Background: an optimization exercise with open tools, aiming at small area, a short achievable clock period and few clock cycles per item. Do not read the settings as production practice.
RTL that was checked went through simulation tests only; none was proved equivalent to the original.
For run 1, only the layout was checked, not whether the RTL still works.

==> flow/design.v, too long to show whole: its modules and the start of the top module <==
// module requant: 4382 lines
// module requant_top: 54 lines
module requant_top (
    input  wire        clk,
    input  wire        rst,
    input  wire [31:0] in_A_tdata,
    input  wire        in_A_tlast,
    input  wire        in_A_tvalid,
    output wire        in_A_tready,
    input  wire [31:0] in_bias_tdata,
    input  wire        in_bias_tlast,
    input  wire        in_bias_tvalid,
    output wire        in_bias_tready,
    input  wire [31:0] in_m_tdata,
    input  wire        in_m_tlast,
    input  wire        in_m_tvalid,
    output wire        in_m_tready,
    input  wire [7:0]  in_e_tdata,
    input  wire        in_e_tlast,
    input  wire        in_e_tvalid,
    output wire        in_e_tready,
    output wire [7:0]  out_D_tdata,
    output wire        out_D_tlast,
    output wire        out_D_tvalid,
    input  wire        out_D_tready
);
  // ...
==> flow/flow/run.sh <==
#!/bin/bash
set -euo pipefail
MARGIN=5.6
EXTRA="'BUFFER_PORTS_ARGS=-buffer_cell sky130_fd_sc_hd__buf_2'"
sed -e "s/SETUP_SLACK_MARGIN=[-0-9.]*/SETUP_SLACK_MARGIN=${MARGIN}/" \
    -e "s|\"\${@:-finish}\"|${EXTRA} \"\${@:-finish}\"|" standard.sh > standard_mod.sh
grep -q "SETUP_SLACK_MARGIN=${MARGIN}" standard_mod.sh
grep -q "BUFFER_PORTS_ARGS" standard_mod.sh
bash standard_mod.sh synth > flow_synth.log 2>&1
RES="$PWD/orfs/results/${FLOW_PLATFORM:-sky130hd}/requant_top/base"
cp "$RES/1_synth.odb" "$RES/1_synth_std.odb"
openroad -python -exit flow/fa_polarity.py "$RES/1_synth_std.odb" "$RES/1_synth.odb" > fa_polarity.log 2>&1
touch "$RES/1_synth.sdc"
bash standard_mod.sh > flow_make.log 2>&1
==> flow/flow/fa_polarity.py <==
# Inverter clean-up around full adders, run on the synthesized netlist
# (1_synth.odb) before floorplanning.
#
# Yosys's full-adder extraction leaves many inverters between full-adder
# cells.  A full adder is self-dual: FA(~a, ~b, ~c) = (~cout, ~sum).  So any
# full adder may be "flipped" (all three inputs and both outputs complemented)
# without changing the logic.  This script removes the plain inverters of the
# netlist, chooses a flip for each full adder that needs few inverters, and
# puts back one inverter per signal whose complement some pin needs.  Only
# combinational cells change; registers and ports are untouched.
import sys
import odb

src, dst = sys.argv[1], sys.argv[2]
db = odb.dbDatabase.create()
odb.read_db(db, src)
blk = db.getChip().getBlock()

INV = 'sky130_fd_sc_hd__inv_1'
inv_master = db.findMaster(INV)

def is_inv(inst):
    n = inst.getMaster().getName()
    return n.startswith('sky130_fd_sc_hd__inv_') or n.startswith('sky130_fd_sc_hd__clkinv_')

def is_fa(inst):
    return inst.getMaster().getName().startswith('sky130_fd_sc_hd__fa_')

def sig_iterms(inst):
    return [it for it in inst.getITerms() if it.getSigType() not in ('POWER', 'GROUND')]

def net_has_port(net):
    return net is not None and len(list(net.getBTerms())) > 0

def driver(net):
    for it in net.getITerms():
        if it.isOutputSignal():
            return it
    return None

# inverters we may remove: input and output nets are plain internal nets
removable = []
for inst in blk.getInsts():
    if not is_inv(inst):
        continue
    a = inst.findITerm('A').getNet()
    y = inst.findITerm('Y').getNet()
    if a is None or y is None or net_has_port(a) or net_has_port(y):
        continue
    if a.getSigType() == 'CLOCK' or y.getSigType() == 'CLOCK':
        continue
    removable.append(inst)
rem_set = set(r.getName() for r in removable)

def root(net):
    """(root net, polarity) after stripping removable inverters."""
    p = 0
    seen = 0
    while True:
        d = driver(net)
        if d is None or d.getInst().getName() not in rem_set:
            return net, p
        net = d.getInst().findITerm('A').getNet()
        p ^= 1
        seen += 1
        if seen > 1000:
            raise RuntimeError('inverter loop')

# every load pin that is not a removable inverter input: its (root, polarity)
loads = []          # [iterm, rootnet, pol, fa_inst_name or None]
for inst in blk.getInsts():
    if inst.getName() in rem_set:
        continue
    for it in sig_iterms(inst):
        if it.isOutputSignal() or it.getNet() is None:
            continue
        if not it.isInputSignal():
            continue
        r, p = root(it.getNet())
        loads.append([it, r, p, inst.getName() if is_fa(inst) else None])
# output ports driven through removable inverters cannot occur (excluded above)

fa_names = [i.getName() for i in blk.getInsts() if is_fa(i)]
flip = {n: 0 for n in fa_names}
# root net -> FA name that drives it (if any)
drv_fa = {}
for inst in blk.getInsts():
    if is_fa(inst):
        for it in sig_iterms(inst):
            if it.isOutputSignal() and it.getNet() is not None:
                drv_fa[it.getNet().getName()] = inst.getName()

by_root = {}
for ld in loads:
    by_root.setdefault(ld[1].getName(), []).append(ld)
fa_roots = {n: set() for n in fa_names}   # roots an FA touches (inputs and outputs)
for ld in loads:
    if ld[3] is not None:
        fa_roots[ld[3]].add(ld[1].getName())
for rn, fn in drv_fa.items():
    fa_roots[fn].add(rn)

def need(ld):
    rn = ld[1].getName()
    f = flip[drv_fa[rn]] if rn in drv_fa else 0
    g = flip[ld[3]] if ld[3] is not None else 0
    return ld[2] ^ f ^ g

def cost_root(rn):
    return 1 if any(need(ld) for ld in by_root.get(rn, [])) else 0

def total():
    return sum(cost_root(rn) for rn in by_root)

before_inv = len(removable)
c0 = total()
import random

def greedy():
    improved = True
    rounds = 0
    while improved and rounds < 50:
        improved = False
        rounds += 1
        for fn in fa_names:
            rs = fa_roots[fn]
            old = sum(cost_root(r) for r in rs)
            flip[fn] ^= 1
            new = sum(cost_root(r) for r in rs)
            if new < old:
                improved = True
            else:
                flip[fn] ^= 1
    return rounds

rounds = greedy()
best = total()
best_flip = dict(flip)
# perturb and re-descend (deterministic seed)
rng = random.Random(1)
for it in range(int(sys.argv[3]) if len(sys.argv) > 3 else 40):
    for fn in fa_names:
        flip[fn] = best_flip[fn]
    for fn in rng.sample(fa_names, max(1, len(fa_names) // 10)):
        flip[fn] ^= 1
    for fn in fa_names:
        rs = fa_roots[fn]
        old = sum(cost_root(r) for r in rs)
        flip[fn] ^= 1
        if sum(cost_root(r) for r in rs) > old:
            flip[fn] ^= 1
    greedy()
    t = total()
    if t < best:
        best = t
        best_flip = dict(flip)
for fn in fa_names:
    flip[fn] = best_flip[fn]
c1 = total()
print('fa_polarity: %d full adders, %d removable inverters, %d needed before, %d after (%d rounds, %d flipped)'
      % (len(fa_names), before_inv, c0, c1, rounds, sum(flip.values())))

# rebuild: disconnect loads, drop removable inverters, add one inverter per root needing it
inv_net = {}
cnt = [0]
def get_inv(rnet):
    rn = rnet.getName()
    if rn in inv_net:
        return inv_net[rn]
    cnt[0] += 1
    n = odb.dbNet_create(blk, 'fapol_n%d' % cnt[0])
    i = odb.dbInst_create(blk, inv_master, 'fapol_inv%d' % cnt[0])
    i.findITerm('A').connect(rnet)
    i.findITerm('Y').connect(n)
    inv_net[rn] = n
    return n

plan = [(ld[0], ld[1], need(ld)) for ld in loads]
for it, r, p in plan:
    it.disconnect()
old_nets = set()
for inst in removable:
    for it in sig_iterms(inst):
        if it.getNet() is not None:
            old_nets.add(it.getNet().getName())
        it.disconnect()
    odb.dbInst_destroy(inst)
for it, r, p in plan:
    it.connect(get_inv(r) if p else r)
# drop nets left without any connection
for nn in old_nets:
    n = blk.findNet(nn)
    if n is not None and len(list(n.getITerms())) == 0 and len(list(n.getBTerms())) == 0:
        odb.dbNet_destroy(n)
print('fa_polarity: %d inverters in place of %d' % (cnt[0], before_inv))
# a flipped adder's output nets carry the complement of what their names
# (from the RTL) say: give them fresh names
k = 0
for inst in blk.getInsts():
    if is_fa(inst) and flip.get(inst.getName()):
        for it in sig_iterms(inst):
            if it.isOutputSignal() and it.getNet() is not None:
                k += 1
                it.getNet().rename('fapol_x%d' % k)
odb.write_db(db, dst)
==> flow/standard.sh <==
#!/bin/bash
# synth_recipe.tcl (not shown) runs the flow's synth.tcl, then flattens the netlist and writes it again
# the make line also repeats each setting of config.mk as NAME=value (left out here)
make -C /OpenROAD-flow-scripts/flow DESIGN_CONFIG=/design/flow/config.mk WORK_HOME=/design/flow/orfs CLKGATE_MAP_FILE= SYNTH_SCRIPT=/design/flow/synth_recipe.tcl "${@:-finish}"
==> flow/config.mk <==
export PLATFORM = sky130hd
export DESIGN_NAME = requant_top
export DESIGN_NICKNAME = requant_top
export VERILOG_FILES = /design/flow/design.v
export SDC_FILE = /design/flow/constraint.sdc
export NUM_CORES = 4
export LEC_CHECK = 0
export CAP_MARGIN = 20
export CORE_MARGIN = 2
export CORE_UTILIZATION = 65
export SETUP_SLACK_MARGIN = 5
export SLEW_MARGIN = 20
==> flow/constraint.sdc <==
create_clock -name core_clock -period 9.0 [get_ports {clk}]
set_input_delay 1.8000 -clock core_clock [delete_from_list [all_inputs] [get_ports {clk}]]
set_output_delay 1.8000 -clock core_clock [all_outputs]
set_load 0.01 [all_outputs]
==> qor.yml, run 1 <==
global_route:
  grt.busiest_layer: "met2"
  grt_use_met1_pct: 43.5
  grt_pass1_vias: 32639
  grt_start_max_net_pins: 71
layout:
  layout_commonest_cell: "a22oi_1"
  sh_seq_area_pct: 29.4
  drive_gt1_share_pct: 14.0
  stdcell_area_sq_um: 46600
  fin_cells: 4733
placed_design:
  dp.cells: 4556
  numPortBuffers: 128
  gp_congestion: 0.970
critical_path:
  reg2reg_depth: 17
  critPathBufInv: 2
  r2r-start: "requant_QKV.q2[140]"
  cp.required_ns: 9.53
  critPathCapture: "requant_QKV.hs3[22]"
  crit_type: "register to register"
run_status:
  status: "timing/DRC/antenna clean"
sta:
  setup_viol: 0
  tightest_slew_ns: 1.04
logic_synthesis:
  synthesis.nets: 4584
  ys_warn_count: 1
routing:
  firstDrtPassIters: 9
  met3_length_mm: 14.2
  vias_per_cell: 6.44
  final_antenna_net_count: 0
  routedWlPerCell_microns: 25.8
clock_network:
  cts.sinks: 596
worst_hold_path:
  hold_depth: 0
die:
  taps: 855
flow_run:
  cap_viol_max_count: 0
==> inputs of run 2 (changes only) <==
--- a/flow/design.v
+++ b/flow/design.v
@@ -30,12 +30,12 @@
     output wire          out_D_tvalid,
     input  wire          out_D_tready
 );
-localparam integer CAP = 6;    
+localparam integer CAP = 7;    
 reg va, vb, vm, ve;             
 reg ra, rb, rm, re;             
 reg fire;                       
 reg [CAP-1:0] th;              
-reg p1, p2, p3, p4;
+reg p1, p2, p3, p4, p5;
 reg l1, l2, l3, l4;
 reg la, lb, lm, le;
 reg [31:0] a_r, b_r, m_r;
@@ -60,14 +60,14 @@
         va <= 1'b0; vb <= 1'b0; vm <= 1'b0; ve <= 1'b0;
         ra <= 1'b1; rb <= 1'b1; rm <= 1'b1; re <= 1'b1;
         fire <= 1'b0; th <= 0;
-        p1 <= 1'b0; p2 <= 1'b0; p3 <= 1'b0; p4 <= 1'b0;
+        p1 <= 1'b0; p2 <= 1'b0; p3 <= 1'b0; p4 <= 1'b0; p5 <= 1'b0;
     end else begin
         va <= va_n; vb <= vb_n; vm <= vm_n; ve <= ve_n;
         ra <= ~va_n | fire_n; rb <= ~vb_n | fire_n;
         rm <= ~vm_n | fire_n; re <= ~ve_n | fire_n;
         fire <= fire_n;
         th <= th_n;
-        p1 <= fire; p2 <= p1; p3 <= p2; p4 <= p3;
+        p1 <= fire; p2 <= p1; p3 <= p2; p4 <= p3; p5 <= p4;
     end
 end
 always @(posedge clk) begin
@@ -3685,13 +3685,12 @@
 assign tc1056 = q2[184] & q2[185];
 wire [63:0] rs = {tc1056, tc1054, tc1052, tc1050, tc1048, tc1046, tc1044, tc1042, tc1040, tc1038, tc1036, tc1034, tc1032, tc1030, tc1028, tc1026, tc1024, tc1022, tc1020, tc1018, tc1016, tc1014, tc1012, tc1010, tc1008, tc1006, tc1004, tc1002, tc1000, tc998, tc996, tc994, tc992, tc990, tc988, tc986, tc984, tc982, tc980, tc978, tc976, tc974, tc972, tc970, tc968, tc966, tc964, ts963, q2[29], q2[27], q2[25], q2[23], q2[21], q2[19], q2[17], q2[15], q2[13], q2[11], q2[9], q2[7], q2[5], q2[3], q2[2], q2[0]};
 wire [63:0] rc = {1'b1, ts1055, ts1053, ts1051, ts1049, ts1047, ts1045, ts1043, ts1041, ts1039, ts1037, ts1035, ts1033, ts1031, ts1029, ts1027, ts1025, ts1023, ts1021, ts1019, ts1017, ts1015, ts1013, ts1011, ts1009, ts1007, ts1005, ts1003, ts1001, ts999, ts997, ts995, ts993, ts991, ts989, ts987, ts985, ts983, ts981, ts979, ts977, ts975, ts973, ts971, ts969, ts967, ts965, q2[94], q2[30], q2[28], q2[26], q2[24], q2[22], q2[20], q2[18], q2[16], q2[14], q2[12], q2[10], q2[8], q2[6], q2[4], 1'b0, q2[1]};
-reg  [39:0] lo3;
-reg  [23:0] hs3;
+reg  [31:0] lo3, hs3, hc3;
 reg         c3;
 reg  [6:0]  sh3;
 reg         nr3;
-wire [39:0] sk2_p = rs[39:0] ^ rc[39:0];
-wire [39:0] sk2_g = rs[39:0] & rc[39:0];
+wire [31:0] sk2_p = rs[31:0] ^ rc[31:0];
+wire [31:0] sk2_g = rs[31:0] & rc[31:0];
 wire sk2_G0_1 = sk2_g[1] | (sk2_p[1] & sk2_g[0]);
 wire sk2_P0_1 = sk2_p[1] & sk2_p[0];
 wire sk2_G0_3 = sk2_g[3] | (sk2_p[3] & sk2_g[2]);
@@ -3724,14 +3723,6 @@
 wire sk2_P0_29 = sk2_p[29] & sk2_p[28];
 wire sk2_G0_31 = sk2_g[31] | (sk2_p[31] & sk2_g[30]);
 wire sk2_P0_31 = sk2_p[31] & sk2_p[30];
-wire sk2_G0_33 = sk2_g[33] | (sk2_p[33] & sk2_g[32]);
-wire sk2_P0_33 = sk2_p[33] & sk2_p[32];
-wire sk2_G0_35 = sk2_g[35] | (sk2_p[35] & sk2_g[34]);
-wire sk2_P0_35 = sk2_p[35] & sk2_p[34];
-wire sk2_G0_37 = sk2_g[37] | (sk2_p[37] & sk2_g[36]);
-wire sk2_P0_37 = sk2_p[37] & sk2_p[36];
-wire sk2_G0_39 = sk2_g[39] | (sk2_p[39] & sk2_g[38]);
-wire sk2_P0_39 = sk2_p[39] & sk2_p[38];
 wire sk2_G1_2 = sk2_g[2] | (sk2_p[2] & sk2_G0_1);
 wire sk2_P1_2 = sk2_p[2] & sk2_P0_1;
 wire sk2_G1_3 = sk2_G0_3 | (sk2_P0_3 & sk2_G0_1);
@@ -3764,14 +3755,6 @@
 wire sk2_P1_30 = sk2_p[30] & sk2_P0_29;
 wire sk2_G1_31 = sk2_G0_31 | (sk2_P0_31 & sk2_G0_29);
 wire sk2_P1_31 = sk2_P0_31 & sk2_P0_29;
-wire sk2_G1_34 = sk2_g[34] | (sk2_p[34] & sk2_G0_33);
-wire sk2_P1_34 = sk2_p[34] & sk2_P0_33;
-wire sk2_G1_35 = sk2_G0_35 | (sk2_P0_35 & sk2_G0_33);
-wire sk2_P1_35 = sk2_P0_35 & sk2_P0_33;
-wire sk2_G1_38 = sk2_g[38] | (sk2_p[38] & sk2_G0_37);
-wire sk2_P1_38 = sk2_p[38] & sk2_P0_37;
-wire sk2_G1_39 = sk2_G0_39 | (sk2_P0_39 & sk2_G0_37);
-wire sk2_P1_39 = sk2_P0_39 & sk2_P0_37;
 wire sk2_G2_4 = sk2_g[4] | (sk2_p[4] & sk2_G1_3);
 wire sk2_P2_4 = sk2_p[4] & sk2_P1_3;
 wire sk2_G2_5 = sk2_G0_5 | (sk2_P0_5 & sk2_G1_3);
@@ -3804,14 +3787,6 @@
 wire sk2_P2_30 = sk2_P1_30 & sk2_P1_27;
 wire sk2_G2_31 = sk2_G1_31 | (sk2_P1_31 & sk2_G1_27);
 wire sk2_P2_31 = sk2_P1_31 & sk2_P1_27;
-wire sk2_G2_36 = sk2_g[36] | (sk2_p[36] & sk2_G1_35);
-wire sk2_P2_36 = sk2_p[36] & sk2_P1_35;
-wire sk2_G2_37 = sk2_G0_37 | (sk2_P0_37 & sk2_G1_35);
-wire sk2_P2_37 = sk2_P0_37 & sk2_P1_35;
-wire sk2_G2_38 = sk2_G1_38 | (sk2_P1_38 & sk2_G1_35);
-wire sk2_P2_38 = sk2_P1_38 & sk2_P1_35;
-wire sk2_G2_39 = sk2_G1_39 | (sk2_P1_39 & sk2_G1_35);
-wire sk2_P2_39 = sk2_P1_39 & sk2_P1_35;
 wire sk2_G3_8 = sk2_g[8] | (sk2_p[8] & sk2_G2_7);
 wire sk2_P3_8 = sk2_p[8] & sk2_P2_7;
 wire sk2_G3_9 = sk2_G0_9 | (sk2_P0_9 & sk2_G2_7);
@@ -3876,23 +3851,7 @@
 wire sk2_P4_30 = sk2_P3_30 & sk2_P3_15;
 wire sk2_G4_31 = sk2_G3_31 | (sk2_P3_31 & sk2_G3_15);
 wire sk2_P4_31 = sk2_P3_31 & sk2_P3_15;
-wire sk2_G5_32 = sk2_g[32] | (sk2_p[32] & sk2_G4_31);
-wire sk2_P5_32 = sk2_p[32] & sk2_P4_31;
-wire sk2_G5_33 = sk2_G0_33 | (sk2_P0_33 & sk2_G4_31);
-wire sk2_P5_33 = sk2_P0_33 & sk2_P4_31;
-wire sk2_G5_34 = sk2_G1_34 | (sk2_P1_34 & sk2_G4_31);
-wire sk2_P5_34 = sk2_P1_34 & sk2_P4_31;
-wire sk2_G5_35 = sk2_G1_35 | (sk2_P1_35 & sk2_G4_31);
-wire sk2_P5_35 = sk2_P1_35 & sk2_P4_31;
-wire sk2_G5_36 = sk2_G2_36 | (sk2_P2_36 & sk2_G4_31);
-wire sk2_P5_36 = sk2_P2_36 & sk2_P4_31;
-wire sk2_G5_37 = sk2_G2_37 | (sk2_P2_37 & sk2_G4_31);
-wire sk2_P5_37 = sk2_P2_37 & sk2_P4_31;
-wire sk2_G5_38 = sk2_G2_38 | (sk2_P2_38 & sk2_G4_31);
-wire sk2_P5_38 = sk2_P2_38 & sk2_P4_31;
-wire sk2_G5_39 = sk2_G2_39 | (sk2_P2_39 & sk2_G4_31);
-wire sk2_P5_39 = sk2_P2_39 & sk2_P4_31;
-wire [40:0] losum;
+wire [32:0] losum;
 assign losum[0] = sk2_p[0];
 assign losum[1] = sk2_p[1] ^ sk2_g[0];
 assign losum[2] = sk2_p[2] ^ sk2_G0_1;
@@ -3925,17 +3884,14 @@
 assign losum[29] = sk2_p[29] ^ sk2_G4_28;
 assign losum[30] = sk2_p[30] ^ sk2_G4_29;
 assign losum[31] = sk2_p[31] ^ sk2_G4_30;
-assign losum[32] = sk2_p[32] ^ sk2_G4_31;
-assign losum[33] = sk2_p[33] ^ sk2_G5_32;
-assign losum[34] = sk2_p[34] ^ sk2_G5_33;
-assign losum[35] = sk2_p[35] ^ sk2_G5_34;
-assign losum[36] = sk2_p[36] ^ sk2_G5_35;
-assign losum[37] = sk2_p[37] ^ sk2_G5_36;
-assign losum[38] = sk2_p[38] ^ sk2_G5_37;
-assign losum[39] = sk2_p[39] ^ sk2_G5_38;
-assign losum[40] = sk2_G5_39;
-wire [23:0] sk3_p = rs[63:40] ^ rc[63:40];
-wire [23:0] sk3_g = rs[63:40] & rc[63:40];
+assign losum[32] = sk2_G4_31;
+always @(posedge clk) begin
+    {c3, lo3} <= losum;
+    hs3 <= rs[63:32]; hc3 <= rc[63:32];
+    sh3 <= sh2; nr3 <= nr2; l3 <= l2;
+end
+wire [32:0] sk3_p = {hs3, c3} ^ {hc3, c3};
+wire [32:0] sk3_g = {hs3, c3} & {hc3, c3};
 wire sk3_G0_1 = sk3_g[1] | (sk3_p[1] & sk3_g[0]);
 wire sk3_P0_1 = sk3_p[1] & sk3_p[0];
 wire sk3_G0_3 = sk3_g[3] | (sk3_p[3] & sk3_g[2]);
@@ -3960,6 +3916,14 @@
 wire sk3_P0_21 = sk3_p[21] & sk3_p[20];
 wire sk3_G0_23 = sk3_g[23] | (sk3_p[23] & sk3_g[22]);
 wire sk3_P0_23 = sk3_p[23] & sk3_p[22];
+wire sk3_G0_25 = sk3_g[25] | (sk3_p[25] & sk3_g[24]);
+wire sk3_P0_25 = sk3_p[25] & sk3_p[24];
+wire sk3_G0_27 = sk3_g[27] | (sk3_p[27] & sk3_g[26]);
+wire sk3_P0_27 = sk3_p[27] & sk3_p[26];
+wire sk3_G0_29 = sk3_g[29] | (sk3_p[29] & sk3_g[28]);
+wire sk3_P0_29 = sk3_p[29] & sk3_p[28];
+wire sk3_G0_31 = sk3_g[31] | (sk3_p[31] & sk3_g[30]);
+wire sk3_P0_31 = sk3_p[31] & sk3_p[30];
 wire sk3_G1_2 = sk3_g[2] | (sk3_p[2] & sk3_G0_1);
 wire sk3_P1_2 = sk3_p[2] & sk3_P0_1;
 wire sk3_G1_3 = sk3_G0_3 | (sk3_P0_3 & sk3_G0_1);
@@ -3984,6 +3948,14 @@
 wire sk3_P1_22 = sk3_p[22] & sk3_P0_21;
 wire sk3_G1_23 = sk3_G0_23 | (sk3_P0_23 & sk3_G0_21);
 wire sk3_P1_23 = sk3_P0_23 & sk3_P0_21;
+wire sk3_G1_26 = sk3_g[26] | (sk3_p[26] & sk3_G0_25);
+wire sk3_P1_26 = sk3_p[26] & sk3_P0_25;
+wire sk3_G1_27 = sk3_G0_27 | (sk3_P0_27 & sk3_G0_25);
+wire sk3_P1_27 = sk3_P0_27 & sk3_P0_25;
+wire sk3_G1_30 = sk3_g[30] | (sk3_p[30] & sk3_G0_29);
+wire sk3_P1_30 = sk3_p[30] & sk3_P0_29;
+wire sk3_G1_31 = sk3_G0_31 | (sk3_P0_31 & sk3_G0_29);
+wire sk3_P1_31 = sk3_P0_31 & sk3_P0_29;
 wire sk3_G2_4 = sk3_g[4] | (sk3_p[4] & sk3_G1_3);
 wire sk3_P2_4 = sk3_p[4] & sk3_P1_3;
 wire sk3_G2_5 = sk3_G0_5 | (sk3_P0_5 & sk3_G1_3);
@@ -4008,6 +3980,14 @@
 wire sk3_P2_22 = sk3_P1_22 & sk3_P1_19;
 wire sk3_G2_23 = sk3_G1_23 | (sk3_P1_23 & sk3_G1_19);
 wire sk3_P2_23 = sk3_P1_23 & sk3_P1_19;
+wire sk3_G2_28 = sk3_g[28] | (sk3_p[28] & sk3_G1_27);
+wire sk3_P2_28 = sk3_p[28] & sk3_P1_27;
+wire sk3_G2_29 = sk3_G0_29 | (sk3_P0_29 & sk3_G1_27);
+wire sk3_P2_29 = sk3_P0_29 & sk3_P1_27;
+wire sk3_G2_30 = sk3_G1_30 | (sk3_P1_30 & sk3_G1_27);
+wire sk3_P2_30 = sk3_P1_30 & sk3_P1_27;
+wire sk3_G2_31 = sk3_G1_31 | (sk3_P1_31 & sk3_G1_27);
+wire sk3_P2_31 = sk3_P1_31 & sk3_P1_27;
 wire sk3_G3_8 = sk3_g[8] | (sk3_p[8] & sk3_G2_7);
 wire sk3_P3_8 = sk3_p[8] & sk3_P2_7;
 wire sk3_G3_9 = sk3_G0_9 | (sk3_P0_9 & sk3_G2_7);
@@ -4024,6 +4004,22 @@
 wire sk3_P3_14 = sk3_P2_14 & sk3_P2_7;
 wire sk3_G3_15 = sk3_G2_15 | (sk3_P2_15 & sk3_G2_7);
 wire sk3_P3_15 = sk3_P2_15 & sk3_P2_7;
+wire sk3_G3_24 = sk3_g[24] | (sk3_p[24] & sk3_G2_23);
+wire sk3_P3_24 = sk3_p[24] & sk3_P2_23;
+wire sk3_G3_25 = sk3_G0_25 | (sk3_P0_25 & sk3_G2_23);
+wire sk3_P3_25 = sk3_P0_25 & sk3_P2_23;
+wire sk3_G3_26 = sk3_G1_26 | (sk3_P1_26 & sk3_G2_23);
+wire sk3_P3_26 = sk3_P1_26 & sk3_P2_23;
+wire sk3_G3_27 = sk3_G1_27 | (sk3_P1_27 & sk3_G2_23);
+wire sk3_P3_27 = sk3_P1_27 & sk3_P2_23;
+wire sk3_G3_28 = sk3_G2_28 | (sk3_P2_28 & sk3_G2_23);
+wire sk3_P3_28 = sk3_P2_28 & sk3_P2_23;
+wire sk3_G3_29 = sk3_G2_29 | (sk3_P2_29 & sk3_G2_23);
+wire sk3_P3_29 = sk3_P2_29 & sk3_P2_23;
+wire sk3_G3_30 = sk3_G2_30 | (sk3_P2_30 & sk3_G2_23);
+wire sk3_P3_30 = sk3_P2_30 & sk3_P2_23;
+wire sk3_G3_31 = sk3_G2_31 | (sk3_P2_31 & sk3_G2_23);
+wire sk3_P3_31 = sk3_P2_31 & sk3_P2_23;
 wire sk3_G4_16 = sk3_g[16] | (sk3_p[16] & sk3_G3_15);
 wire sk3_P4_16 = sk3_p[16] & sk3_P3_15;
 wire sk3_G4_17 = sk3_G0_17 | (sk3_P0_17 & sk3_G3_15);
@@ -4040,106 +4036,128 @@
 wire sk3_P4_22 = sk3_P2_22 & sk3_P3_15;
 wire sk3_G4_23 = sk3_G2_23 | (sk3_P2_23 & sk3_G3_15);
 wire sk3_P4_23 = sk3_P2_23 & sk3_P3_15;
-wire [24:0] hsum;
-assign hsum[0] = sk3_p[0];
-assign hsum[1] = sk3_p[1] ^ sk3_g[0];
-assign hsum[2] = sk3_p[2] ^ sk3_G0_1;
-assign hsum[3] = sk3_p[3] ^ sk3_G1_2;
-assign hsum[4] = sk3_p[4] ^ sk3_G1_3;
-assign hsum[5] = sk3_p[5] ^ sk3_G2_4;
-assign hsum[6] = sk3_p[6] ^ sk3_G2_5;
-assign hsum[7] = sk3_p[7] ^ sk3_G2_6;
-assign hsum[8] = sk3_p[8] ^ sk3_G2_7;
-assign hsum[9] = sk3_p[9] ^ sk3_G3_8;
-assign hsum[10] = sk3_p[10] ^ sk3_G3_9;
-assign hsum[11] = sk3_p[11] ^ sk3_G3_10;
-assign hsum[12] = sk3_p[12] ^ sk3_G3_11;
-assign hsum[13] = sk3_p[13] ^ sk3_G3_12;
-assign hsum[14] = sk3_p[14] ^ sk3_G3_13;
-assign hsum[15] = sk3_p[15] ^ sk3_G3_14;
-assign hsum[16] = sk3_p[16] ^ sk3_G3_15;
-assign hsum[17] = sk3_p[17] ^ sk3_G4_16;
-assign hsum[18] = sk3_p[18] ^ sk3_G4_17;
-assign hsum[19] = sk3_p[19] ^ sk3_G4_18;
-assign hsum[20] = sk3_p[20] ^ sk3_G4_19;
-assign hsum[21] = sk3_p[21] ^ sk3_G4_20;
-assign hsum[22] = sk3_p[22] ^ sk3_G4_21;
-assign hsum[23] = sk3_p[23] ^ sk3_G4_22;
-assign hsum[24] = sk3_G4_23;
-always @(posedge clk) begin
-    {c3, lo3} <= losum;
-    hs3 <= hsum[23:0];
-    sh3 <= sh2; nr3 <= nr2; l3 <= l2;
-end
-wire [23:0] hi4 = hs3 + {23'd0, c3};
+wire sk3_G4_24 = sk3_G3_24 | (sk3_P3_24 & sk3_G3_15);
+wire sk3_P4_24 = sk3_P3_24 & sk3_P3_15;
+wire sk3_G4_25 = sk3_G3_25 | (sk3_P3_25 & sk3_G3_15);
+wire sk3_P4_25 = sk3_P3_25 & sk3_P3_15;
+wire sk3_G4_26 = sk3_G3_26 | (sk3_P3_26 & sk3_G3_15);
+wire sk3_P4_26 = sk3_P3_26 & sk3_P3_15;
+wire sk3_G4_27 = sk3_G3_27 | (sk3_P3_27 & sk3_G3_15);
+wire sk3_P4_27 = sk3_P3_27 & sk3_P3_15;
+wire sk3_G4_28 = sk3_G3_28 | (sk3_P3_28 & sk3_G3_15);
+wire sk3_P4_28 = sk3_P3_28 & sk3_P3_15;
+wire sk3_G4_29 = sk3_G3_29 | (sk3_P3_29 & sk3_G3_15);
+wire sk3_P4_29 = sk3_P3_29 & sk3_P3_15;
+wire sk3_G4_30 = sk3_G3_30 | (sk3_P3_30 & sk3_G3_15);
+wire sk3_P4_30 = sk3_P3_30 & sk3_P3_15;
+wire sk3_G4_31 = sk3_G3_31 | (sk3_P3_31 & sk3_G3_15);
+wire sk3_P4_31 = sk3_P3_31 & sk3_P3_15;
+wire sk3_G5_32 = sk3_g[32] | (sk3_p[32] & sk3_G4_31);
+wire sk3_P5_32 = sk3_p[32] & sk3_P4_31;
+wire [33:0] hisum;
+assign hisum[0] = sk3_p[0];
+assign hisum[1] = sk3_p[1] ^ sk3_g[0];
+assign hisum[2] = sk3_p[2] ^ sk3_G0_1;
+assign hisum[3] = sk3_p[3] ^ sk3_G1_2;
+assign hisum[4] = sk3_p[4] ^ sk3_G1_3;
+assign hisum[5] = sk3_p[5] ^ sk3_G2_4;
+assign hisum[6] = sk3_p[6] ^ sk3_G2_5;
+assign hisum[7] = sk3_p[7] ^ sk3_G2_6;
+assign hisum[8] = sk3_p[8] ^ sk3_G2_7;
+assign hisum[9] = sk3_p[9] ^ sk3_G3_8;
+assign hisum[10] = sk3_p[10] ^ sk3_G3_9;
+assign hisum[11] = sk3_p[11] ^ sk3_G3_10;
+assign hisum[12] = sk3_p[12] ^ sk3_G3_11;
+assign hisum[13] = sk3_p[13] ^ sk3_G3_12;
+assign hisum[14] = sk3_p[14] ^ sk3_G3_13;
+assign hisum[15] = sk3_p[15] ^ sk3_G3_14;
+assign hisum[16] = sk3_p[16] ^ sk3_G3_15;
+assign hisum[17] = sk3_p[17] ^ sk3_G4_16;
+assign hisum[18] = sk3_p[18] ^ sk3_G4_17;
+assign hisum[19] = sk3_p[19] ^ sk3_G4_18;
+assign hisum[20] = sk3_p[20] ^ sk3_G4_19;
+assign hisum[21] = sk3_p[21] ^ sk3_G4_20;
+assign hisum[22] = sk3_p[22] ^ sk3_G4_21;
+assign hisum[23] = sk3_p[23] ^ sk3_G4_22;
+assign hisum[24] = sk3_p[24] ^ sk3_G4_23;
+assign hisum[25] = sk3_p[25] ^ sk3_G4_24;
+assign hisum[26] = sk3_p[26] ^ sk3_G4_25;
+assign hisum[27] = sk3_p[27] ^ sk3_G4_26;
+assign hisum[28] = sk3_p[28] ^ sk3_G4_27;
+assign hisum[29] = sk3_p[29] ^ sk3_G4_28;
+assign hisum[30] = sk3_p[30] ^ sk3_G4_29;
+assign hisum[31] = sk3_p[31] ^ sk3_G4_30;
+assign hisum[32] = sk3_p[32] ^ sk3_G4_31;
+assign hisum[33] = sk3_G5_32;
+wire [31:0] hi4 = hisum[32:1];
 wire [63:0] mul = {hi4, lo3};
 wire        sgn = mul[63];
 wire [64:0] t6 = {mul, 1'b0};
 wire [63:0] t5;
-assign t5[0] = sh3[5] ? t6[32] : t6[0];
-assign t5[1] = sh3[5] ? t6[33] : t6[1];
-assign t5[2] = sh3[5] ? t6[34] : t6[2];
-assign t5[3] = sh3[5] ? t6[35] : t6[3];
-assign t5[4] = sh3[5] ? t6[36] : t6[4];
-assign t5[5] = sh3[5] ? t6[37] : t6[5];
-assign t5[6] = sh3[5] ? t6[38] : t6[6];
-assign t5[7] = sh3[5] ? t6[39] : t6[7];
-assign t5[8] = sh3[5] ? t6[40] : t6[8];
-assign t5[9] = sh3[5] ? t6[41] : t6[9];
-assign t5[10] = sh3[5] ? t6[42] : t6[10];
-assign t5[11] = sh3[5] ? t6[43] : t6[11];
-assign t5[12] = sh3[5] ? t6[44] : t6[12];
-assign t5[13] = sh3[5] ? t6[45] : t6[13];
-assign t5[14] = sh3[5] ? t6[46] : t6[14];
-assign t5[15] = sh3[5] ? t6[47] : t6[15];
-assign t5[16] = sh3[5] ? t6[48] : t6[16];
-assign t5[17] = sh3[5] ? t6[49] : t6[17];
-assign t5[18] = sh3[5] ? t6[50] : t6[18];
-assign t5[19] = sh3[5] ? t6[51] : t6[19];
-assign t5[20] = sh3[5] ? t6[52] : t6[20];
-assign t5[21] = sh3[5] ? t6[53] : t6[21];
-assign t5[22] = sh3[5] ? t6[54] : t6[22];
-assign t5[23] = sh3[5] ? t6[55] : t6[23];
-assign t5[24] = sh3[5] ? t6[56] : t6[24];
-assign t5[25] = sh3[5] ? t6[57] : t6[25];
-assign t5[26] = sh3[5] ? t6[58] : t6[26];
-assign t5[27] = sh3[5] ? t6[59] : t6[27];
-assign t5[28] = sh3[5] ? t6[60] : t6[28];
-assign t5[29] = sh3[5] ? t6[61] : t6[29];
-assign t5[30] = sh3[5] ? t6[62] : t6[30];
-assign t5[31] = sh3[5] ? t6[63] : t6[31];
-assign t5[32] = sh3[5] ? t6[64] : t6[32];
-assign t5[33] = sh3[5] ? sgn : t6[33];
-assign t5[34] = sh3[5] ? sgn : t6[34];
-assign t5[35] = sh3[5] ? sgn : t6[35];
-assign t5[36] = sh3[5] ? sgn : t6[36];
-assign t5[37] = sh3[5] ? sgn : t6[37];
-assign t5[38] = sh3[5] ? sgn : t6[38];
-assign t5[39] = sh3[5] ? sgn : t6[39];
-assign t5[40] = sh3[5] ? sgn : t6[40];
-assign t5[41] = sh3[5] ? sgn : t6[41];
-assign t5[42] = sh3[5] ? sgn : t6[42];
-assign t5[43] = sh3[5] ? sgn : t6[43];
-assign t5[44] = sh3[5] ? sgn : t6[44];
-assign t5[45] = sh3[5] ? sgn : t6[45];
-assign t5[46] = sh3[5] ? sgn : t6[46];
-assign t5[47] = sh3[5] ? sgn : t6[47];
-assign t5[48] = sh3[5] ? sgn : t6[48];
-assign t5[49] = sh3[5] ? sgn : t6[49];
-assign t5[50] = sh3[5] ? sgn : t6[50];
-assign t5[51] = sh3[5] ? sgn : t6[51];
-assign t5[52] = sh3[5] ? sgn : t6[52];
-assign t5[53] = sh3[5] ? sgn : t6[53];
-assign t5[54] = sh3[5] ? sgn : t6[54];
-assign t5[55] = sh3[5] ? sgn : t6[55];
-assign t5[56] = sh3[5] ? sgn : t6[56];
-assign t5[57] = sh3[5] ? sgn : t6[57];
-assign t5[58] = sh3[5] ? sgn : t6[58];
-assign t5[59] = sh3[5] ? sgn : t6[59];
-assign t5[60] = sh3[5] ? sgn : t6[60];
-assign t5[61] = sh3[5] ? sgn : t6[61];
-assign t5[62] = sh3[5] ? sgn : t6[62];
-assign t5[63] = sh3[5] ? sgn : t6[63];
+assign t5[0] = sh3[6] ? sgn : sh3[5] ? t6[32] : t6[0];
+assign t5[1] = sh3[6] ? sgn : sh3[5] ? t6[33] : t6[1];
+assign t5[2] = sh3[6] ? sgn : sh3[5] ? t6[34] : t6[2];
+assign t5[3] = sh3[6] ? sgn : sh3[5] ? t6[35] : t6[3];
+assign t5[4] = sh3[6] ? sgn : sh3[5] ? t6[36] : t6[4];
+assign t5[5] = sh3[6] ? sgn : sh3[5] ? t6[37] : t6[5];
+assign t5[6] = sh3[6] ? sgn : sh3[5] ? t6[38] : t6[6];
+assign t5[7] = sh3[6] ? sgn : sh3[5] ? t6[39] : t6[7];
+assign t5[8] = sh3[6] ? sgn : sh3[5] ? t6[40] : t6[8];
+assign t5[9] = sh3[6] ? sgn : sh3[5] ? t6[41] : t6[9];
+assign t5[10] = sh3[6] ? sgn : sh3[5] ? t6[42] : t6[10];
+assign t5[11] = sh3[6] ? sgn : sh3[5] ? t6[43] : t6[11];
+assign t5[12] = sh3[6] ? sgn : sh3[5] ? t6[44] : t6[12];
+assign t5[13] = sh3[6] ? sgn : sh3[5] ? t6[45] : t6[13];
+assign t5[14] = sh3[6] ? sgn : sh3[5] ? t6[46] : t6[14];
+assign t5[15] = sh3[6] ? sgn : sh3[5] ? t6[47] : t6[15];
+assign t5[16] = sh3[6] ? sgn : sh3[5] ? t6[48] : t6[16];
+assign t5[17] = sh3[6] ? sgn : sh3[5] ? t6[49] : t6[17];
+assign t5[18] = sh3[6] ? sgn : sh3[5] ? t6[50] : t6[18];
+assign t5[19] = sh3[6] ? sgn : sh3[5] ? t6[51] : t6[19];
+assign t5[20] = sh3[6] ? sgn : sh3[5] ? t6[52] : t6[20];
+assign t5[21] = sh3[6] ? sgn : sh3[5] ? t6[53] : t6[21];
+assign t5[22] = sh3[6] ? sgn : sh3[5] ? t6[54] : t6[22];
+assign t5[23] = sh3[6] ? sgn : sh3[5] ? t6[55] : t6[23];
+assign t5[24] = sh3[6] ? sgn : sh3[5] ? t6[56] : t6[24];
+assign t5[25] = sh3[6] ? sgn : sh3[5] ? t6[57] : t6[25];
+assign t5[26] = sh3[6] ? sgn : sh3[5] ? t6[58] : t6[26];
+assign t5[27] = sh3[6] ? sgn : sh3[5] ? t6[59] : t6[27];
+assign t5[28] = sh3[6] ? sgn : sh3[5] ? t6[60] : t6[28];
+assign t5[29] = sh3[6] ? sgn : sh3[5] ? t6[61] : t6[29];
+assign t5[30] = sh3[6] ? sgn : sh3[5] ? t6[62] : t6[30];
+assign t5[31] = sh3[6] ? sgn : sh3[5] ? t6[63] : t6[31];
+assign t5[32] = sh3[6] ? sgn : sh3[5] ? t6[64] : t6[32];
+assign t5[33] = sh3[6] ? sgn : sh3[5] ? sgn : t6[33];
+assign t5[34] = sh3[6] ? sgn : sh3[5] ? sgn : t6[34];
+assign t5[35] = sh3[6] ? sgn : sh3[5] ? sgn : t6[35];
+assign t5[36] = sh3[6] ? sgn : sh3[5] ? sgn : t6[36];
+assign t5[37] = sh3[6] ? sgn : sh3[5] ? sgn : t6[37];
+assign t5[38] = sh3[6] ? sgn : sh3[5] ? sgn : t6[38];
+assign t5[39] = sh3[6] ? sgn : sh3[5] ? sgn : t6[39];
+assign t5[40] = sh3[6] ? sgn : sh3[5] ? sgn : t6[40];
+assign t5[41] = sh3[6] ? sgn : sh3[5] ? sgn : t6[41];
+assign t5[42] = sh3[6] ? sgn : sh3[5] ? sgn : t6[42];
+assign t5[43] = sh3[6] ? sgn : sh3[5] ? sgn : t6[43];
+assign t5[44] = sh3[6] ? sgn : sh3[5] ? sgn : t6[44];
+assign t5[45] = sh3[6] ? sgn : sh3[5] ? sgn : t6[45];
+assign t5[46] = sh3[6] ? sgn : sh3[5] ? sgn : t6[46];
+assign t5[47] = sh3[6] ? sgn : sh3[5] ? sgn : t6[47];
+assign t5[48] = sh3[6] ? sgn : sh3[5] ? sgn : t6[48];
+assign t5[49] = sh3[6] ? sgn : sh3[5] ? sgn : t6[49];
+assign t5[50] = sh3[6] ? sgn : sh3[5] ? sgn : t6[50];
+assign t5[51] = sh3[6] ? sgn : sh3[5] ? sgn : t6[51];
+assign t5[52] = sh3[6] ? sgn : sh3[5] ? sgn : t6[52];
+assign t5[53] = sh3[6] ? sgn : sh3[5] ? sgn : t6[53];
+assign t5[54] = sh3[6] ? sgn : sh3[5] ? sgn : t6[54];
+assign t5[55] = sh3[6] ? sgn : sh3[5] ? sgn : t6[55];
+assign t5[56] = sh3[6] ? sgn : sh3[5] ? sgn : t6[56];
+assign t5[57] = sh3[6] ? sgn : sh3[5] ? sgn : t6[57];
+assign t5[58] = sh3[6] ? sgn : sh3[5] ? sgn : t6[58];
+assign t5[59] = sh3[6] ? sgn : sh3[5] ? sgn : t6[59];
+assign t5[60] = sh3[6] ? sgn : sh3[5] ? sgn : t6[60];
+assign t5[61] = sh3[6] ? sgn : sh3[5] ? sgn : t6[61];
+assign t5[62] = sh3[6] ? sgn : sh3[5] ? sgn : t6[62];
+assign t5[63] = sh3[6] ? sgn : sh3[5] ? sgn : t6[63];
 wire [47:0] t4;
 assign t4[0] = sh3[4] ? t5[16] : t5[0];
 assign t4[1] = sh3[4] ? t5[17] : t5[1];
@@ -4189,127 +4207,125 @@
 assign t4[45] = sh3[4] ? t5[61] : t5[45];
 assign t4[46] = sh3[4] ? t5[62] : t5[46];
 assign t4[47] = sh3[4] ? t5[63] : t5[47];
-wire [39:0] t3;
-assign t3[0] = sh3[3] ? t4[8] : t4[0];
-assign t3[1] = sh3[3] ? t4[9] : t4[1];
-assign t3[2] = sh3[3] ? t4[10] : t4[2];
-assign t3[3] = sh3[3] ? t4[11] : t4[3];
-assign t3[4] = sh3[3] ? t4[12] : t4[4];
-assign t3[5] = sh3[3] ? t4[13] : t4[5];
-assign t3[6] = sh3[3] ? t4[14] : t4[6];
-assign t3[7] = sh3[3] ? t4[15] : t4[7];
-assign t3[8] = sh3[3] ? t4[16] : t4[8];
-assign t3[9] = sh3[3] ? t4[17] : t4[9];
-assign t3[10] = sh3[3] ? t4[18] : t4[10];
-assign t3[11] = sh3[3] ? t4[19] : t4[11];
-assign t3[12] = sh3[3] ? t4[20] : t4[12];
-assign t3[13] = sh3[3] ? t4[21] : t4[13];
-assign t3[14] = sh3[3] ? t4[22] : t4[14];
-assign t3[15] = sh3[3] ? t4[23] : t4[15];
-assign t3[16] = sh3[3] ? t4[24] : t4[16];
-assign t3[17] = sh3[3] ? t4[25] : t4[17];
-assign t3[18] = sh3[3] ? t4[26] : t4[18];
-assign t3[19] = sh3[3] ? t4[27] : t4[19];
-assign t3[20] = sh3[3] ? t4[28] : t4[20];
-assign t3[21] = sh3[3] ? t4[29] : t4[21];
-assign t3[22] = sh3[3] ? t4[30] : t4[22];
-assign t3[23] = sh3[3] ? t4[31] : t4[23];
-assign t3[24] = sh3[3] ? t4[32] : t4[24];
-assign t3[25] = sh3[3] ? t4[33] : t4[25];
-assign t3[26] = sh3[3] ? t4[34] : t4[26];
-assign t3[27] = sh3[3] ? t4[35] : t4[27];
-assign t3[28] = sh3[3] ? t4[36] : t4[28];
-assign t3[29] = sh3[3] ? t4[37] : t4[29];
-assign t3[30] = sh3[3] ? t4[38] : t4[30];
-assign t3[31] = sh3[3] ? t4[39] : t4[31];
-assign t3[32] = sh3[3] ? t4[40] : t4[32];
-assign t3[33] = sh3[3] ? t4[41] : t4[33];
-assign t3[34] = sh3[3] ? t4[42] : t4[34];
-assign t3[35] = sh3[3] ? t4[43] : t4[35];
-assign t3[36] = sh3[3] ? t4[44] : t4[36];
-assign t3[37] = sh3[3] ? t4[45] : t4[37];
-assign t3[38] = sh3[3] ? t4[46] : t4[38];
-assign t3[39] = sh3[3] ? t4[47] : t4[39];
-wire [35:0] t2;
-assign t2[0] = sh3[2] ? t3[4] : t3[0];
-assign t2[1] = sh3[2] ? t3[5] : t3[1];
-assign t2[2] = sh3[2] ? t3[6] : t3[2];
-assign t2[3] = sh3[2] ? t3[7] : t3[3];
-assign t2[4] = sh3[2] ? t3[8] : t3[4];
-assign t2[5] = sh3[2] ? t3[9] : t3[5];
-assign t2[6] = sh3[2] ? t3[10] : t3[6];
-assign t2[7] = sh3[2] ? t3[11] : t3[7];
-assign t2[8] = sh3[2] ? t3[12] : t3[8];
-assign t2[9] = sh3[2] ? t3[13] : t3[9];
-assign t2[10] = sh3[2] ? t3[14] : t3[10];
-assign t2[11] = sh3[2] ? t3[15] : t3[11];
-assign t2[12] = sh3[2] ? t3[16] : t3[12];
-assign t2[13] = sh3[2] ? t3[17] : t3[13];
-assign t2[14] = sh3[2] ? t3[18] : t3[14];
-assign t2[15] = sh3[2] ? t3[19] : t3[15];
-assign t2[16] = sh3[2] ? t3[20] : t3[16];
-assign t2[17] = sh3[2] ? t3[21] : t3[17];
-assign t2[18] = sh3[2] ? t3[22] : t3[18];
-assign t2[19] = sh3[2] ? t3[23] : t3[19];
-assign t2[20] = sh3[2] ? t3[24] : t3[20];
-assign t2[21] = sh3[2] ? t3[25] : t3[21];
-assign t2[22] = sh3[2] ? t3[26] : t3[22];
-assign t2[23] = sh3[2] ? t3[27] : t3[23];
-assign t2[24] = sh3[2] ? t3[28] : t3[24];
-assign t2[25] = sh3[2] ? t3[29] : t3[25];
-assign t2[26] = sh3[2] ? t3[30] : t3[26];
-assign t2[27] = sh3[2] ? t3[31] : t3[27];
-assign t2[28] = sh3[2] ? t3[32] : t3[28];
-assign t2[29] = sh3[2] ? t3[33] : t3[29];
-assign t2[30] = sh3[2] ? t3[34] : t3[30];
-assign t2[31] = sh3[2] ? t3[35] : t3[31];
-assign t2[32] = sh3[2] ? t3[36] : t3[32];
-assign t2[33] = sh3[2] ? t3[37] : t3[33];
-assign t2[34] = sh3[2] ? t3[38] : t3[34];
-assign t2[35] = sh3[2] ? t3[39] : t3[35];
-reg  [35:0] t4r;
+reg  [47:0] t4r;
 reg  [3:0]  sh4;
 reg         nr4;
-reg         s64, sg4;           
 always @(posedge clk) begin
-    t4r <= t2; sh4 <= sh3[3:0]; nr4 <= nr3; l4 <= l3;
-    s64 <= sh3[6]; sg4 <= sgn;
+    t4r <= t4; sh4 <= sh3[3:0]; nr4 <= nr3; l4 <= l3;
 end
+wire [39:0] t3;
+assign t3[0] = sh4[3] ? t4r[8] : t4r[0];
+assign t3[1] = sh4[3] ? t4r[9] : t4r[1];
+assign t3[2] = sh4[3] ? t4r[10] : t4r[2];
+assign t3[3] = sh4[3] ? t4r[11] : t4r[3];
+assign t3[4] = sh4[3] ? t4r[12] : t4r[4];
+assign t3[5] = sh4[3] ? t4r[13] : t4r[5];
+assign t3[6] = sh4[3] ? t4r[14] : t4r[6];
+assign t3[7] = sh4[3] ? t4r[15] : t4r[7];
+assign t3[8] = sh4[3] ? t4r[16] : t4r[8];
+assign t3[9] = sh4[3] ? t4r[17] : t4r[9];
+assign t3[10] = sh4[3] ? t4r[18] : t4r[10];
+assign t3[11] = sh4[3] ? t4r[19] : t4r[11];
+assign t3[12] = sh4[3] ? t4r[20] : t4r[12];
+assign t3[13] = sh4[3] ? t4r[21] : t4r[13];
+assign t3[14] = sh4[3] ? t4r[22] : t4r[14];
+assign t3[15] = sh4[3] ? t4r[23] : t4r[15];
+assign t3[16] = sh4[3] ? t4r[24] : t4r[16];
+assign t3[17] = sh4[3] ? t4r[25] : t4r[17];
+assign t3[18] = sh4[3] ? t4r[26] : t4r[18];
+assign t3[19] = sh4[3] ? t4r[27] : t4r[19];
+assign t3[20] = sh4[3] ? t4r[28] : t4r[20];
+assign t3[21] = sh4[3] ? t4r[29] : t4r[21];
+assign t3[22] = sh4[3] ? t4r[30] : t4r[22];
+assign t3[23] = sh4[3] ? t4r[31] : t4r[23];
+assign t3[24] = sh4[3] ? t4r[32] : t4r[24];
+assign t3[25] = sh4[3] ? t4r[33] : t4r[25];
+assign t3[26] = sh4[3] ? t4r[34] : t4r[26];
+assign t3[27] = sh4[3] ? t4r[35] : t4r[27];
+assign t3[28] = sh4[3] ? t4r[36] : t4r[28];
+assign t3[29] = sh4[3] ? t4r[37] : t4r[29];
+assign t3[30] = sh4[3] ? t4r[38] : t4r[30];
+assign t3[31] = sh4[3] ? t4r[39] : t4r[31];
+assign t3[32] = sh4[3] ? t4r[40] : t4r[32];
+assign t3[33] = sh4[3] ? t4r[41] : t4r[33];
+assign t3[34] = sh4[3] ? t4r[42] : t4r[34];
+assign t3[35] = sh4[3] ? t4r[43] : t4r[35];
+assign t3[36] = sh4[3] ? t4r[44] : t4r[36];
+assign t3[37] = sh4[3] ? t4r[45] : t4r[37];
+assign t3[38] = sh4[3] ? t4r[46] : t4r[38];
+assign t3[39] = sh4[3] ? t4r[47] : t4r[39];
+wire [35:0] t2;
+assign t2[0] = sh4[2] ? t3[4] : t3[0];
+assign t2[1] = sh4[2] ? t3[5] : t3[1];
+assign t2[2] = sh4[2] ? t3[6] : t3[2];
+assign t2[3] = sh4[2] ? t3[7] : t3[3];
+assign t2[4] = sh4[2] ? t3[8] : t3[4];
+assign t2[5] = sh4[2] ? t3[9] : t3[5];
+assign t2[6] = sh4[2] ? t3[10] : t3[6];
+assign t2[7] = sh4[2] ? t3[11] : t3[7];
+assign t2[8] = sh4[2] ? t3[12] : t3[8];
+assign t2[9] = sh4[2] ? t3[13] : t3[9];
+assign t2[10] = sh4[2] ? t3[14] : t3[10];
+assign t2[11] = sh4[2] ? t3[15] : t3[11];
+assign t2[12] = sh4[2] ? t3[16] : t3[12];
+assign t2[13] = sh4[2] ? t3[17] : t3[13];
+assign t2[14] = sh4[2] ? t3[18] : t3[14];
+assign t2[15] = sh4[2] ? t3[19] : t3[15];
+assign t2[16] = sh4[2] ? t3[20] : t3[16];
+assign t2[17] = sh4[2] ? t3[21] : t3[17];
+assign t2[18] = sh4[2] ? t3[22] : t3[18];
+assign t2[19] = sh4[2] ? t3[23] : t3[19];
+assign t2[20] = sh4[2] ? t3[24] : t3[20];
+assign t2[21] = sh4[2] ? t3[25] : t3[21];
+assign t2[22] = sh4[2] ? t3[26] : t3[22];
+assign t2[23] = sh4[2] ? t3[27] : t3[23];
+assign t2[24] = sh4[2] ? t3[28] : t3[24];
+assign t2[25] = sh4[2] ? t3[29] : t3[25];
+assign t2[26] = sh4[2] ? t3[30] : t3[26];
+assign t2[27] = sh4[2] ? t3[31] : t3[27];
+assign t2[28] = sh4[2] ? t3[32] : t3[28];
+assign t2[29] = sh4[2] ? t3[33] : t3[29];
+assign t2[30] = sh4[2] ? t3[34] : t3[30];
+assign t2[31] = sh4[2] ? t3[35] : t3[31];
+assign t2[32] = sh4[2] ? t3[36] : t3[32];
+assign t2[33] = sh4[2] ? t3[37] : t3[33];
+assign t2[34] = sh4[2] ? t3[38] : t3[34];
+assign t2[35] = sh4[2] ? t3[39] : t3[35];
 wire [33:0] t1;
-assign t1[0] = sh4[1] ? t4r[2] : t4r[0];
-assign t1[1] = sh4[1] ? t4r[3] : t4r[1];
-assign t1[2] = sh4[1] ? t4r[4] : t4r[2];
-assign t1[3] = sh4[1] ? t4r[5] : t4r[3];
-assign t1[4] = sh4[1] ? t4r[6] : t4r[4];
-assign t1[5] = sh4[1] ? t4r[7] : t4r[5];
-assign t1[6] = sh4[1] ? t4r[8] : t4r[6];
-assign t1[7] = sh4[1] ? t4r[9] : t4r[7];
-assign t1[8] = sh4[1] ? t4r[10] : t4r[8];
-assign t1[9] = sh4[1] ? t4r[11] : t4r[9];
-assign t1[10] = sh4[1] ? t4r[12] : t4r[10];
-assign t1[11] = sh4[1] ? t4r[13] : t4r[11];
-assign t1[12] = sh4[1] ? t4r[14] : t4r[12];
-assign t1[13] = sh4[1] ? t4r[15] : t4r[13];
-assign t1[14] = sh4[1] ? t4r[16] : t4r[14];
-assign t1[15] = sh4[1] ? t4r[17] : t4r[15];
-assign t1[16] = sh4[1] ? t4r[18] : t4r[16];
-assign t1[17] = sh4[1] ? t4r[19] : t4r[17];
-assign t1[18] = sh4[1] ? t4r[20] : t4r[18];
-assign t1[19] = sh4[1] ? t4r[21] : t4r[19];
-assign t1[20] = sh4[1] ? t4r[22] : t4r[20];
-assign t1[21] = sh4[1] ? t4r[23] : t4r[21];
-assign t1[22] = sh4[1] ? t4r[24] : t4r[22];
-assign t1[23] = sh4[1] ? t4r[25] : t4r[23];
-assign t1[24] = sh4[1] ? t4r[26] : t4r[24];
-assign t1[25] = sh4[1] ? t4r[27] : t4r[25];
-assign t1[26] = sh4[1] ? t4r[28] : t4r[26];
-assign t1[27] = sh4[1] ? t4r[29] : t4r[27];
-assign t1[28] = sh4[1] ? t4r[30] : t4r[28];
-assign t1[29] = sh4[1] ? t4r[31] : t4r[29];
-assign t1[30] = sh4[1] ? t4r[32] : t4r[30];
-assign t1[31] = sh4[1] ? t4r[33] : t4r[31];
-assign t1[32] = sh4[1] ? t4r[34] : t4r[32];
-assign t1[33] = sh4[1] ? t4r[35] : t4r[33];
+assign t1[0] = sh4[1] ? t2[2] : t2[0];
+assign t1[1] = sh4[1] ? t2[3] : t2[1];
+assign t1[2] = sh4[1] ? t2[4] : t2[2];
+assign t1[3] = sh4[1] ? t2[5] : t2[3];
+assign t1[4] = sh4[1] ? t2[6] : t2[4];
+assign t1[5] = sh4[1] ? t2[7] : t2[5];
+assign t1[6] = sh4[1] ? t2[8] : t2[6];
+assign t1[7] = sh4[1] ? t2[9] : t2[7];
+assign t1[8] = sh4[1] ? t2[10] : t2[8];
+assign t1[9] = sh4[1] ? t2[11] : t2[9];
+assign t1[10] = sh4[1] ? t2[12] : t2[10];
+assign t1[11] = sh4[1] ? t2[13] : t2[11];
+assign t1[12] = sh4[1] ? t2[14] : t2[12];
+assign t1[13] = sh4[1] ? t2[15] : t2[13];
+assign t1[14] = sh4[1] ? t2[16] : t2[14];
+assign t1[15] = sh4[1] ? t2[17] : t2[15];
+assign t1[16] = sh4[1] ? t2[18] : t2[16];
+assign t1[17] = sh4[1] ? t2[19] : t2[17];
+assign t1[18] = sh4[1] ? t2[20] : t2[18];
+assign t1[19] = sh4[1] ? t2[21] : t2[19];
+assign t1[20] = sh4[1] ? t2[22] : t2[20];
+assign t1[21] = sh4[1] ? t2[23] : t2[21];
+assign t1[22] = sh4[1] ? t2[24] : t2[22];
+assign t1[23] = sh4[1] ? t2[25] : t2[23];
+assign t1[24] = sh4[1] ? t2[26] : t2[24];
+assign t1[25] = sh4[1] ? t2[27] : t2[25];
+assign t1[26] = sh4[1] ? t2[28] : t2[26];
+assign t1[27] = sh4[1] ? t2[29] : t2[27];
+assign t1[28] = sh4[1] ? t2[30] : t2[28];
+assign t1[29] = sh4[1] ? t2[31] : t2[29];
+assign t1[30] = sh4[1] ? t2[32] : t2[30];
+assign t1[31] = sh4[1] ? t2[33] : t2[31];
+assign t1[32] = sh4[1] ? t2[34] : t2[32];
+assign t1[33] = sh4[1] ? t2[35] : t2[33];
 wire [32:0] t0;
 assign t0[0] = sh4[0] ? t1[1] : t1[0];
 assign t0[1] = sh4[0] ? t1[2] : t1[1];
@@ -4352,13 +4368,15 @@
 wire        inr = h1 | (h0 & ~c7);
 wire        neg_res = U[31] ^ (c7 & (&U[30:7]));
 wire [7:0]  r8 = U[7:0] + {7'd0, rnd};
-wire [7:0]  q = s64 ? {8{sg4 & nr4}} : inr ? r8 : (neg_res ? 8'h80 : 8'h7f);
-wire       wv = p4;
-wire [8:0] wd = {l4, q};
+wire [7:0]  q = inr ? r8 : (neg_res ? 8'h80 : 8'h7f);
+reg  [8:0] r5;
+always @(posedge clk) r5 <= {l4, q};
+wire       wv = p5;
+wire [8:0] wd = r5;
 reg  [8:0] od;
-reg  [8:0] mem [0:4];
+reg  [8:0] mem [0:5];
 reg  [2:0] rp, wp;
-reg  [4:0] nt;                  
+reg  [5:0] nt;                  
 wire take = ~ov | pop;
 wire have = nt[0] | wv;
 wire rd   = take & have;
@@ -4367,10 +4385,10 @@
         ov <= 1'b0; rp <= 0; wp <= 0; nt <= 0;
     end else begin
         if (take) ov <= have;
-        if (rd) rp <= (rp == 4) ? 0 : rp + 1'b1;
-        if (wv) wp <= (wp == 4) ? 0 : wp + 1'b1;
-        if (wv & ~rd) nt <= {nt[3:0], 1'b1};
-        else if (~wv & rd) nt <= {1'b0, nt[4:1]};
+        if (rd) rp <= (rp == 5) ? 0 : rp + 1'b1;
+        if (wv) wp <= (wp == 5) ? 0 : wp + 1'b1;
+        if (wv & ~rd) nt <= {nt[4:0], 1'b1};
+        else if (~wv & rd) nt <= {1'b0, nt[5:1]};
     end
 end
 always @(posedge clk) begin
==> run 2 against run 1 <==
  * Wire length increased by 2.2%
  * Clock-buffer cell count is 13 higher
  * Maximum frequency rose by 22%
  * Critical path type unchanged
  * Clock skew rose by 0.011 ns
  * First-iteration DRC count fell by 8.2%
  * Synthesized cell count is 2.5% higher
  * Register-to-register slack improved by 0.75 ns
==> qor.yml, run 2 <==
run_status:
  status: "timing/DRC/antenna clean"  # unchanged
die:
  dieArea_sq_um: 69800  # was 66600 sq um
  ios: 129  # unchanged
  dieHeight_microns: 264  # was 258 microns
  die_w_microns: 264  # was 258 microns
  core_sq_um: 67000  # was 64100 sq um
  num_rows: 95  # was 93
  start_util_pct: 65.6  # was 65.5%
critical_path:
  path_max_fanout: 17  # was 3
  crit_path_end_kind: "register"  # unchanged
  start_kind: "register"  # unchanged
  arrival_ns: 3.91  # was 4.65 ns
  cp.required_ns: 9.53  # about the same
  crit_type: "register to register"  # unchanged
layout:
  drive_gt1_share_pct: 12.7  # was 14.0%
  largest_reg_flops: 186  # unchanged
  synthToLayoutAreaGrowth_pct: 9.50  # was 10.9%
  top_register: "requant_QKV.q2"  # unchanged
  final_cell_mix: "501 x a22oi_1, 446 x dfxtp_1, 436 x fa_1"  # was 503 x a22oi_1, 432 x fa_1, 377 x dfxtp_1
  layout_commonest_cell: "a22oi_1"  # unchanged
  fin_nets: 4641  # was 4573
routing:
  vias_per_cell: 6.51  # was 6.44
  first_iter_violations: 3572  # was 3889
  firstDrtPassIters: 8  # was 9
  dr_wl_met2_mm: 58.8  # was 56.7 mm
  highest-signal-layer: "met4"  # unchanged
  drc_errors: 0  # unchanged
  routedWlPerCell_microns: 25.8  # about the same
  via_count: 31448  # was 30.5k
  wl_mm: 125  # was 122 mm
  final_antenna_net_count: 0  # unchanged
  met3_length_mm: 13.0  # was 14.2 mm
  wl_met1_mm: 46.3  # was 44.0 mm
global_route:
  antenna_found_initial: 0  # was 1
  grt_pass1_vias: 33357  # was 32.6k
  overflow: 0  # unchanged
  grt_first_pass_wirelength_mm: 190  # was 183 mm
  grt_start_max_net_pins: 49  # was 71
  grt.total_usage_pct: 35.4  # was 35.7%
logic_synthesis:
  synthesis.nets: 4673  # was 4584
  syn_area_sq_um: 44000  # was 42000 sq um
  ys_warn_count: 1  # unchanged
  syn_inst: 3934  # was 3838
  avgSynthCellArea_sq_um: 11.2  # was 10.9 sq um
clock_network:
  htreeDepth: 3  # unchanged
  worstSkewPairLatency_ns: 0.65  # was 0.62 ns
  cts.sinks: 660  # was 596
  clk_pin_slew_worst_paths_ns: 0.06  # about the same
  cts_made_buffers: 71  # was 67
  clock_path_buffers: 3  # unchanged
  cts_hold_buf: 0  # unchanged
  cts-root-buf: "clkbuf_16"  # unchanged
  cts_tree: "done"  # unchanged
sta:
  tightest_slew_ns: 1.21  # was 1.04 ns
  hold_viol_final: 0  # unchanged
  maxSlewHeadroom_pct: 19.5  # was 30.6%
  min_period_over_period_pct: 37.5  # was 45.7%
  rsz0062_at_grt: "true"  # unchanged
  worst_slack_ns: 5.63  # was 4.88 ns
  fin_crit_ns: 3.37  # was 4.12 ns
  setup_viol: 0  # unchanged
  totalNegativeSetupSlack_ns: 0  # unchanged
  maxSlewViolCount: 0  # unchanged
  max_freq_mhz: 297  # was 243 MHz
  fin_skew_ns: 0.0319  # was 0.0206 ns
placed_design:
  gp_congestion: 0.924  # was 0.970
  numPortBuffers: 128  # unchanged
  dp_slack_ns: 4.92  # was 4.72 ns
  place_hpwl_mm: 82.4  # was 76.9 mm
flow_run:
  cap_viol_max_count: 0  # unchanged
worst_hold_path:
  min_path_type: "register to register"  # unchanged
[run 2: timing repair]
action,4_1_cts,5_1_grt
cloned,1,0
endpoints found under the setup margin,143,107
buffers inserted,12,14
gates resized for setup,51,53
pin swaps,3,6
[run 2: metrics by stage]
stage / std cells / utilization (%) / hold slack [ns] / area, sq um
after floorplan: 3934 / - / 0.310 / 44000
after global placement: 4675 / 67.1 / 0.312 / 45000
after detailed placement: 4675 / 67.1 / 0.314 / 45000
after CTS: 4819 / 71.2 / 0.328 / 47700
after global routing: 4833 / 71.8 / 0.332 / 48200
final: 4834 / 71.8 / 0.327 / 48200
[run 2: path summary, 6_finish.rpt]
path                           from                   to  slack (ns)  cells after the start
setup / recovery  requant_QKV.X[14]  requant_QKV.q2[133]        5.63                      8
hold / removal       requant_QKV.l3       requant_QKV.l4        0.33                      0
setup reg to reg  requant_QKV.X[14]  requant_QKV.q2[133]        5.63                      8
hold reg to reg      requant_QKV.l3       requant_QKV.l4        0.33                      0
[run 2: cell type report]
| class | count | area (sq um) |
|---|---|---|
| timing repair inverter | 1 | 5.00 |
| inverter | 288 | 1100 |
| tap | 873 | 1090 |
| clock inverter | 38 | 544 |
| timing repair buffer | 218 | 1560 |
| antenna | 1 | 2.50 |
| multi-input combinational | 2662 | 26900 |
| clock buffer | 93 | 1940 |
| fill | 4781 | 18900 |
| sequential | 660 | 15100 |
[run 2: critical path, stage by stage, from the launching register on]
cell,delay (ns)
dfxtp_4,0.63
buf_12,0.26
a22oi_1,0.10
xor2_1,0.19
fa_1,0.51
fa_1,0.46
fa_1,0.51
fa_1,0.54
inv_1,0.04
[run 2: layer usage]
| metal | up-vias | track usage [%] |
|---|---|---|
| li1 | 13505 | - |
| met1 | 15535 | 44.9 |
| met2 | 1942 | 57.6 |
| met3 | 466 | 7.88 |
| met4 | 0 | 17.2 |
| met5 | - | 0 |
Testbench counts of run 2, summed over its fixed seeds: cycles 8,056, items 8,000.

-- re-timing with driven ports --
Ports are ideal in the flow. The routed layouts listed here were re-timed in OpenROAD. Step 1 assumes that a clkbuf_16 drives the clock port and a buf_2 every other input. Step 2 moves the port delays by t, midway between the first and last clock arrival at a register: inputs arrive t later, outputs are due t later. That takes back most of the time a late clock gives input paths. a / b / c = ideal ports / drivers / drivers and shift; a / b = the first two.
run	shift t [ns]	slack for setup (ns)	hold slack, ns	latest minus earliest clock arrival (ns)
run 1	0.671	4.883 / 4.883 / 4.883	0.323 / 0.323 / 0.323	0.021 / 0.021
run 2	0.704	5.628 / 5.628 / 5.415	0.327 / 0.327 / 0.327	0.033 / 0.033
After both steps every run listed still meets setup and hold. For run 2, which loses most, drivers alone change the setup slack by 0.000 ns; drivers and shift together by -0.213 ns.
